Context: an optimization exercise on an open-source flow, tuned for small area, a short achievable clock period and few clock cycles per item. The choices shown serve that exercise and are no tape-out recipe. Where RTL was checked, it was by simulation tests only, not by an equivalence proof against the original. No activity file was given, so power comes from the tool's default toggle rates.

Design non_restoring_div, start of the top module:
module non_restoring_div #(parameter N = 16) (
    input  logic clk, rst_n, start,
    input  logic [N-1:0] dividend, divisor,
    output logic [N-1:0] quotient, remainder,
    output logic ready
);
==> module non_restoring_div, before the edit <==
module non_restoring_div #(parameter N = 16) (
    input  logic clk, rst_n, start,
    input  logic [N-1:0] dividend, divisor,
    output logic [N-1:0] quotient, remainder,
    output logic ready
);
    localparam W = $clog2(N);
    function automatic logic [3:0] lead16(input logic [15:0] x);
        logic [3:0] v;
        logic [1:0] e [4];
        for (int k = 0; k < 4; k++) begin
            v[k] = |x[4*k +: 4];
            e[k] = x[4*k+3] ? 2'd3 : x[4*k+2] ? 2'd2 : x[4*k+1] ? 2'd1 : 2'd0;
        end
        lead16[3] = v[3] | v[2];
        lead16[2] = v[3] | (!v[2] & v[1]);
        lead16[1:0] = v[3] ? e[3] : v[2] ? e[2] : v[1] ? e[1] : e[0];
    endfunction
    function automatic logic [N:0] sub(input logic [N-1:0] x, y, input int M);
        logic [N-1:0] g, p;
        g = ~x & y;
        p = ~(x ^ y);
        for (int l = 0; (2 << l) <= M; l++)
            for (int i = 0; i < M; i++)
                if ((i + 1) % (2 << l) == 0) begin
                    g[i] = g[i] | (p[i] & g[i - (1 << l)]);
                    p[i] = p[i] & p[i - (1 << l)];
                end
        for (int l = $clog2(M) - 2; l >= 0; l--)
            for (int i = 0; i < M; i++)
                if ((i + 1) % (2 << l) == (1 << l) && i >= (2 << l)) begin
                    g[i] = g[i] | (p[i] & g[i - (1 << l)]);
                    p[i] = p[i] & p[i - (1 << l)];
                end
        sub = '0;
        sub[M] = g[M-1];
        sub[N-1:0] = x ^ y ^ {g[N-2:0], 1'b0};
    endfunction
    logic [N-1:0] r, d, q;
    logic [W-1:0] cnt;
    logic         busy, align;
    logic [N:0]   s;
    logic         below, accept, last;
    logic [W-1:0] amt;
    logic [N-1:0] rot;
    logic [N:0]   diff;
    assign s      = sub({{(N-W){1'b0}}, lead16(dividend)},
                        {{(N-W){1'b0}}, lead16(divisor)}, W);
    assign below  = s[W];
    assign accept = start && !busy && divisor != '0;
    logic step;
    assign step   = !align || cnt == '0;
    assign last   = align ? cnt == '0 : cnt == '1;
    assign amt    = cnt;
    logic [N-1:0] rot1, rot2, rot4;
    assign rot1 = amt[0] ? {d[N-2:0],    1'b0}  : d;
    assign rot2 = amt[1] ? {rot1[N-3:0], 2'b0}  : rot1;
    assign rot4 = amt[2] ? {rot2[N-5:0], 4'b0}  : rot2;
    assign rot  = amt[3] ? {rot4[N-9:0], 8'b0}  : rot4;
    assign diff   = sub(r, d, N);
    function automatic logic ge16(input logic [15:0] x, y);
        logic [15:0] gt, eq;
        gt = x & ~y;
        eq = ~(x ^ y);
        for (int l = 0; l < 4; l++)
            for (int i = 0; i < 16 >> (l + 1); i++) begin
                gt[i] = gt[2*i+1] | (eq[2*i+1] & gt[2*i]);
                eq[i] = eq[2*i+1] & eq[2*i];
            end
        ge16 = gt[0] | eq[0];
    endfunction
    logic ge;
    assign ge     = ge16(r, d);
    always_ff @(posedge clk or negedge rst_n) begin
        if (!rst_n) begin
            busy  <= 1'b0;
            ready <= 1'b0;
        end else if (accept) begin
            busy  <= !below;
            ready <= below;
        end else begin
            busy  <= busy && !last;
            ready <= busy && last;
        end
    end
    always_ff @(posedge clk) begin
        align <= !busy;
        if (!busy) begin
            r   <= dividend;
            d   <= divisor;
            q   <= '0;
            cnt <= s[W-1:0];
        end else begin
            if (step && ge) r <= diff[N-1:0];
            d   <= align ? rot : d >> 1;
            q   <= {q[N-2:0], step && ge};
            cnt <= cnt - 1'b1;
        end
    end
    assign quotient  = q;
    assign remainder = r;
endmodule
==> flow/config.mk <==
export PLATFORM = sky130hd
export DESIGN_NAME = non_restoring_div
export DESIGN_NICKNAME = non_restoring_div
export VERILOG_FILES = /design/flow/design.v
export SDC_FILE = /design/flow/constraint.sdc
export NUM_CORES = 4
export LEC_CHECK = 0
export ABC_AREA = 1
export CAP_MARGIN = 20
export CORE_MARGIN = 2
export CORE_UTILIZATION = 50
export PLACE_DENSITY = 0.85
export SETUP_SLACK_MARGIN = 2.7
export SLEW_MARGIN = 20
==> flow/constraint.sdc <==
create_clock -name core_clock -period 5.0 [get_ports {clk}]
set_input_delay 1.0000 -clock core_clock [delete_from_list [all_inputs] [get_ports {clk}]]
set_output_delay 1.0000 -clock core_clock [all_outputs]
set_load 0.01 [all_outputs]
standard.sh (not shown) runs the stock make flow with config.mk's settings and CLKGATE_MAP_FILE= SYNTH_SCRIPT=/design/flow/synth_recipe.tcl, a recipe that flattens the netlist after the stock synthesis.
==> flow/flow/run.sh <==
#!/bin/bash
set -euo pipefail
export BUFFER_PORTS_ARGS="-buffer_cell sky130_fd_sc_hd__buf_1"
bash standard.sh ADDER_MAP_FILE= finish > flow.log 2>&1
Then changed:
--- a/flow/design.v
+++ b/flow/design.v
@@ -56,23 +56,10 @@
     assign rot1 = amt[0] ? {d[N-2:0],    1'b0}  : d;
     assign rot2 = amt[1] ? {rot1[N-3:0], 2'b0}  : rot1;
     assign rot4 = amt[2] ? {rot2[N-5:0], 4'b0}  : rot2;
     assign rot  = amt[3] ? {rot4[N-9:0], 8'b0}  : rot4;
     assign diff   = sub(r, d, N);
-    function automatic logic ge16(input logic [15:0] x, y);
-        logic [15:0] gt, eq;
-        gt = x & ~y;
-        eq = ~(x ^ y);
-        for (int l = 0; l < 4; l++)
-            for (int i = 0; i < 16 >> (l + 1); i++) begin
-                gt[i] = gt[2*i+1] | (eq[2*i+1] & gt[2*i]);
-                eq[i] = eq[2*i+1] & eq[2*i];
-            end
-        ge16 = gt[0] | eq[0];
-    endfunction
-    logic ge;
-    assign ge     = ge16(r, d);
     always_ff @(posedge clk or negedge rst_n) begin
         if (!rst_n) begin
             busy  <= 1'b0;
             ready <= 1'b0;
         end else if (accept) begin
@@ -89,13 +76,13 @@
             r   <= dividend;
             d   <= divisor;
             q   <= '0;
             cnt <= s[W-1:0];
         end else begin
-            if (step && ge) r <= diff[N-1:0];
+            if (step && !diff[N]) r <= diff[N-1:0];
             d   <= align ? rot : d >> 1;
-            q   <= {q[N-2:0], step && ge};
+            q   <= {q[N-2:0], step && !diff[N]};
             cnt <= cnt - 1'b1;
         end
     end
     assign quotient  = q;
     assign remainder = r;
What happened: Synthesized cell count is unchanged. Worst setup slack improved by 0.029 ns. Utilization grows by 0.52 points. Via count shrinks by 2.0%. Non-clock buffer count grows by 3. Cell count barely changes. Clock-buffer cell count is unchanged. First-iteration DRC count grows by 36%. Global-route usage shrinks by 0.55 points. Clock skew barely changes. Total power grows by 3.2%. Synthesized area shrinks by 0.75%.
Testbench counts after the change, summed over its fixed seeds: cycles 14,351, items 3,200.
For the first run of this note, only the layout was checked, not whether the RTL still works.

== run D ==
The RTL this note starts from:
==> flow/design.v <==
module non_restoring_div #(parameter N = 16) (
    input  logic clk, rst_n, start,
    input  logic [N-1:0] dividend, divisor,
    output logic [N-1:0] quotient, remainder,
    output logic ready
);
    localparam W = $clog2(N);
    function automatic logic [3:0] lead16(input logic [15:0] x);
        logic [3:0] v;
        logic [1:0] e [4];
        for (int k = 0; k < 4; k++) begin
            v[k] = |x[4*k +: 4];
            e[k] = x[4*k+3] ? 2'd3 : x[4*k+2] ? 2'd2 : x[4*k+1] ? 2'd1 : 2'd0;
        end
        lead16[3] = v[3] | v[2];
        lead16[2] = v[3] | (!v[2] & v[1]);
        lead16[1:0] = v[3] ? e[3] : v[2] ? e[2] : v[1] ? e[1] : e[0];
    endfunction
    function automatic logic [N:0] sub(input logic [N-1:0] x, y, input int M);
        logic [N-1:0] g, p;
        g = ~x & y;
        p = ~(x ^ y);
        for (int l = 0; (2 << l) <= M; l++)
            for (int i = 0; i < M; i++)
                if ((i + 1) % (2 << l) == 0) begin
                    g[i] = g[i] | (p[i] & g[i - (1 << l)]);
                    p[i] = p[i] & p[i - (1 << l)];
                end
        for (int l = $clog2(M) - 2; l >= 0; l--)
            for (int i = 0; i < M; i++)
                if ((i + 1) % (2 << l) == (1 << l) && i >= (2 << l)) begin
                    g[i] = g[i] | (p[i] & g[i - (1 << l)]);
                    p[i] = p[i] & p[i - (1 << l)];
                end
        sub = '0;
        sub[M] = g[M-1];
        sub[N-1:0] = x ^ y ^ {g[N-2:0], 1'b0};
    endfunction
    logic [N-1:0] r, d, q;
    logic [W-1:0] cnt;
    logic         busy, align;
    logic [N:0]   s;
    logic         below, accept, last;
    logic [W-1:0] amt;
    logic [N-1:0] rot;
    logic [N:0]   diff;
    assign s      = sub({{(N-W){1'b0}}, lead16(dividend)},
                        {{(N-W){1'b0}}, lead16(divisor)}, W);
    assign below  = s[W];
    assign accept = start && !busy && divisor != '0;
    assign last   = !align && cnt == '1;
    assign amt    = align ? cnt : '1;
    logic [N-1:0] rot1, rot2, rot4;
    assign rot1 = amt[0] ? {d[N-2:0],    d[N-1]}      : d;
    assign rot2 = amt[1] ? {rot1[N-3:0], rot1[N-1-:2]} : rot1;
    assign rot4 = amt[2] ? {rot2[N-5:0], rot2[N-1-:4]} : rot2;
    assign rot  = amt[3] ? {rot4[N-9:0], rot4[N-1-:8]} : rot4;
    assign diff   = sub(r, d, N);
    always_ff @(posedge clk or negedge rst_n) begin
        if (!rst_n) begin
            busy  <= 1'b0;
            ready <= 1'b0;
        end else if (accept) begin
            busy  <= !below;
            ready <= below;
        end else begin
            busy  <= busy && !last;
            ready <= busy && last;
        end
    end
    always_ff @(posedge clk) begin
        align <= !busy;
        if (!busy) begin
            r   <= dividend;
            d   <= divisor;
            q   <= '0;
            cnt <= s[W-1:0];
        end else begin
            if (!align && !diff[N]) r <= diff[N-1:0];
            d   <= rot;
            q   <= {q[N-2:0], !align && !diff[N]};
            cnt <= cnt - 1'b1;
        end
    end
    assign quotient  = q;
    assign remainder = r;
endmodule
export LEC_CHECK = 0
export ABC_CLOCK_PERIOD_IN_PS = 2500
export CAP_MARGIN = 20
export CORE_MARGIN = 2
export CORE_UTILIZATION = 40
export SETUP_SLACK_MARGIN = 2.5
export SLEW_MARGIN = 20
create_clock -name core_clock -period 5.0 [get_ports {clk}]
==> flow/flow/run.sh <==
#!/bin/bash
set -euo pipefail
export BUFFER_PORTS_ARGS="-buffer_cell sky130_fd_sc_hd__buf_2"
bash standard.sh ADDER_MAP_FILE= finish > flow.log 2>&1
Run D completed end to end with timing, DRC and antenna clean.
Testbench counts of run D, summed over its fixed seeds: cycles 14,556, items 3,200.
Relative to run D, the following input files were edited for run F:
==> flow/design.v <==
module non_restoring_div #(parameter N = 16) (
    input  logic clk, rst_n, start,
    input  logic [N-1:0] dividend, divisor,
    output logic [N-1:0] quotient, remainder,
    output logic ready
);
    localparam W = $clog2(N);
    function automatic logic [3:0] lead16(input logic [15:0] x);
        logic [3:0] v;
        logic [1:0] e [4];
        for (int k = 0; k < 4; k++) begin
            v[k] = |x[4*k +: 4];
            e[k] = x[4*k+3] ? 2'd3 : x[4*k+2] ? 2'd2 : x[4*k+1] ? 2'd1 : 2'd0;
        end
        lead16[3] = v[3] | v[2];
        lead16[2] = v[3] | (!v[2] & v[1]);
        lead16[1:0] = v[3] ? e[3] : v[2] ? e[2] : v[1] ? e[1] : e[0];
    endfunction
    logic [N-1:0] r, d, q;
    logic [W-1:0] cnt;
    logic         busy, align;
    logic [N-1:0] sma;
    logic         below, accept, last;
    logic [W-1:0] amt;
    logic [N-1:0] rot;
    logic [N:0]   diff;
    always_comb begin
        sma[N-1] = dividend[N-1];
        for (int i = N - 2; i >= 0; i--) sma[i] = sma[i+1] | dividend[i];
    end
    assign below  = |(divisor & ~sma);
    assign accept = start && !busy && divisor != '0;
    assign last   = !align && cnt == '1;
    assign amt    = align ? cnt : '1;
    logic [N-1:0] rot1, rot2, rot4;
    assign rot1 = amt[0] ? {d[N-2:0],    d[N-1]}      : d;
    assign rot2 = amt[1] ? {rot1[N-3:0], rot1[N-1-:2]} : rot1;
    assign rot4 = amt[2] ? {rot2[N-5:0], rot2[N-1-:4]} : rot2;
    assign rot  = amt[3] ? {rot4[N-9:0], rot4[N-1-:8]} : rot4;
    assign diff   = {1'b0, r} - {1'b0, d};
    always_ff @(posedge clk or negedge rst_n) begin
        if (!rst_n) begin
            busy  <= 1'b0;
            ready <= 1'b0;
        end else if (accept) begin
            busy  <= !below;
            ready <= below;
        end else begin
            busy  <= busy && !last;
            ready <= busy && last;
        end
    end
    always_ff @(posedge clk) begin
        align <= !busy;
        if (!busy) begin
            r   <= dividend;
            d   <= divisor;
            q   <= '0;
            cnt <= lead16(dividend) - lead16(divisor);
        end else begin
            if (!align && !diff[N]) r <= diff[N-1:0];
            d   <= rot;
            q   <= {q[N-2:0], !align && !diff[N]};
            cnt <= cnt - 1'b1;
        end
    end
    assign quotient  = q;
    assign remainder = r;
endmodule
Notes after the runs:
Compared with run D, run F degrades via count. Final worst-path setup slack is higher on run D. Run F ends up with a post-layout minimum cycle time that is 43 ps higher than in run D. Compared with run D, run F shows power after layout that has gone down slightly. The combinational fraction of design power in run F was lower than what run D gave. Diff run D -> run F: wire length picked up an extra 630 µm, critical path depth picked up an extra 1.
Testbench counts of run F, summed over its fixed seeds: cycles 14,538, items 3,200.

==> static timing again, ports no longer ideal <==
How much do the figures lean on ideal ports? The routed layouts below were timed once more, with nothing changed but the port constraints. Step 1 (the two cells are an assumption about what drives the block):
set clk [get_ports {clk}]
set_driving_cell -lib_cell sky130_fd_sc_hd__clkbuf_16 $clk
set_driving_cell -lib_cell sky130_fd_sc_hd__buf_2 [delete_from_list [all_inputs] $clk]
Step 2 times the ports against the registers' clock, not the clock port: input delays grow and output delays shrink by t, the midpoint of the rising clock arrivals with the driver on. Slacks: ideal ports / drivers / drivers and shift; pairs: ideal ports / drivers.
run | t (ns) | setup WS [ns] | worst setup path after step 2 | worst data-port slew with drivers (ns) | pins driven straight from the clock port
the first run of note 1 | 0.337 | 2.787 / 2.787 / 2.467 | input to register | 0.05 | 1
the second run of note 1 | 0.351 | 2.816 / 2.816 / 2.489 | input to register | 0.03 | 1
run D | 0.355 | 2.213 / 2.210 / 1.855 | input to register | 0.05 | 1
run F | 0.351 | 2.170 / 2.165 / 1.813 | input to register | 0.05 | 1
After both steps every run listed still meets setup and hold. The setup slack of run D, which loses most, moves by -0.003 ns with the drivers and by -0.358 ns with both steps.
